This is an optimization exercise on Yosys and OpenROAD, whose aim is small area, not a production implementation. In this exercise RTL edits were held to simulation tests only and were not proved equivalent to the original. The clock port is modelled as an ideal driver, which makes a skipped or thinned clock tree look cheaper than it is; a real chip needs a root buffer or a tree.

blue:
==> flow/design.v (excerpt) <==
module block_break (CLOCK_50, reset, SW, KEY,
 VGA_R, VGA_G, VGA_B, VGA_BLANK_N, VGA_CLK,
 VGA_HS, VGA_VS, VGA_SYNC_N);
	input CLOCK_50, reset;
	input [2:0] KEY, SW;
	output [7:0] VGA_R, VGA_G, VGA_B;
	output VGA_BLANK_N, VGA_CLK, VGA_HS, VGA_VS, VGA_SYNC_N;
	localparam [9:0] H0 = 10'd799, CA0 = 10'd459;
	localparam [8:0] V0 = 9'd511;
	localparam [7:0] COL0 = 8'hB0;
	reg pe_q;          
	reg [9:0] h_q;     
	reg [8:0] v_q;     
	reg [9:0] ca_q;    
	reg [9:0] cm;      
	reg mst;           
	reg [8:0] mv;      
	reg [7:0] col_q;   
	wire pe = ~pe_q;
	wire [9:0] h = h_q ^ H0;
	wire [8:0] v = v_q ^ V0;
	wire [9:0] ca = ca_q ^ CA0;
	wire [7:0] col = col_q ^ COL0;
	wire h_end = h[9] & h[8] & (&h[4:0]);                  
	wire line_end = pe & h_end;
	wire game_en = pe & h[9] & ~h[7] & (&h[6:1]) & ~h[0]   
	               & (&v[8:5]);                            
	wire fire = game_en & ~mst & ~KEY[2];
	wire land = game_en & (mv[3:0] == v[3:0]) & (v[4] ? (mv[8:4] == 5'd0) : (mv[8:4] == 5'h1F));
	wire at_right = ca[9] & ca[8] & ~ca[4] & ~ca[2];       
	wire at_left = ca[9] & ca[6] & ca[5] & ca[3] & ca[1];  
	wire mv_right = game_en & ~KEY[0] & ~at_right;
	wire mv_left = game_en & KEY[0] & ~KEY[1] & ~at_left;
	wire h793 = h[9] & h[8] & h[4] & h[3] & ~h[2] & ~h[1] & h[0];   
	wire hit = pe & h793 & (&v) & mst & (mv >= 9'd429) & (mv <= 9'd460) &
	           (cm[9] | cm[8] | (cm[7] & cm[6]));
	always @(posedge CLOCK_50 or posedge reset)
		if (reset) pe_q <= 1'b0;
		else pe_q <= pe;
	always @(posedge CLOCK_50 or posedge reset)
		if (reset) h_q <= 10'd0;
		else h_q <= (line_end ? 10'd0 : h + {9'd0, pe}) ^ H0;
	always @(posedge CLOCK_50 or posedge reset)
		if (reset) v_q <= 9'd0;
		else v_q <= (v + {8'd0, line_end}) ^ V0;
  ...
Size in the first run: ~37 I/O pins, ~3000 um^2 of cells after synthesis.
export LEC_CHECK = 0
export CAP_MARGIN = 20
export CORE_MARGIN = 2
export CORE_UTILIZATION = 65
export SLEW_MARGIN = 20
create_clock -name core_clock -period 20.0 [get_ports {CLOCK_50}]
standard.sh (not shown) runs the stock make flow with config.mk's settings and CLKGATE_MAP_FILE= SYNTH_SCRIPT=/design/flow/synth_recipe.tcl, a recipe that flattens the netlist after the stock synthesis.
==> flow/flow/run.sh <==
#!/bin/bash
# Layout flow: the standard flow (standard.sh), with three changes:
#  - synthesis maps the logic with an area-oriented ABC script (flow/area.abc)
#    and without Yosys's full/half-adder extraction; everything else in the
#    synthesis (synth_recipe.tcl, ORFS synth.tcl, flip-flop mapping) is unchanged;
#  - the port buffers are buf_1 cells, and the one tie cell that synthesis
#    makes drives all the constant outputs (no repair_tie_fanout);
#  - instead of a CTS tree, the clock port drives one clkbuf_8 per quadrant of
#    flip-flops (flow/cts_pre.tcl, flow/clkbuf.tcl).
set -euo pipefail
F=$(pwd)
rm -rf "$F/scr"
cp -r "$FLOW_HOME/scripts" "$F/scr"
cp "$F/flow/area.abc" "$F/scr/abc_speed.script"
# same synthesis script as the standard flow's, pointed at the copied scripts folder
{
  echo "set ::env(SCRIPTS_DIR) $F/scr"
  echo "set ::env(ADDER_MAP_FILE) {}"
  sed -e "s|\$::env(SCRIPTS_DIR)/synth.tcl|$F/scr/synth.tcl|" synth_recipe.tcl
} > "$F/my_synth.tcl"
sed -e "s|SYNTH_SCRIPT=[^ ]*|SYNTH_SCRIPT=$F/my_synth.tcl|" standard.sh > "$F/my_standard.sh"
bash "$F/my_standard.sh" synth > "$F/synth.log" 2>&1
export BUFFER_PORTS_ARGS="-buffer_cell sky130_fd_sc_hd__buf_1"
export SKIP_REPAIR_TIE_FANOUT=1
export PRE_CTS_TCL="$F/flow/cts_pre.tcl"
bash standard.sh > "$F/layout.log" 2>&1
==> flow/flow/area.abc <==
strash
&get -n
&deepsyn -I 8 -J 50
&put
dch -f
amap
topo
Other scripts of this flow, unchanged in this note and not shown: flow/flow/clkbuf.tcl, flow/flow/cts_pre.tcl
blue completed end to end with timing, DRC and antenna clean.
The inputs of purple differ from those of blue as listed below.
==> flow/flow/area.abc <==
strash
&get -n
&deepsyn -I 8 -J 50
&put
dc2
dch -f
amap
topo
purple vs. blue: cell area now sits at about the same level; number of different library cells in the post-synthesis netlist now sits lower; total area of multi-input combinational cells moved up.
Looking at source of the critical timing path, the mv[2]$_DFF_P_ result is from blue; the v_q[1]$_DFF_PP0_ one comes from purple.
In every run of this note, the design's own scripts or RTL, not TritonCTS, make the clock network.

static timing again, ports no longer ideal:
The results above use ideal ports. As a check the final layouts listed here were re-extracted and re-timed, cells and wires unchanged.
Step 1 (the two cells are an assumption about what drives the block):
set clk [get_ports {CLOCK_50}]
set_driving_cell -lib_cell sky130_fd_sc_hd__clkbuf_16 $clk
set_driving_cell -lib_cell sky130_fd_sc_hd__buf_2 [delete_from_list [all_inputs] $clk]
Step 2, shift: input delay + t, output delay - t, t = (earliest + latest rising clock arrival at the registers) / 2. This alone moves slack from input paths to output paths.
Three values: no drivers, after step 1, after step 2; two values: the first two.
run	t, ns	setup slack, ns	slew at the worst register clock pin (ns)	worst data-port slew with drivers (ns)	pins driven straight from the clock port
blue	0.200	13.893 / 13.839 / 13.833	0.10 / 0.10	0.03	4
purple	0.204	13.841 / 13.785 / 13.759	0.10 / 0.10	0.03	4
After both steps every run listed still meets setup and hold. For purple, which loses most, drivers alone change the setup slack by -0.056 ns; drivers and shift together by -0.082 ns.
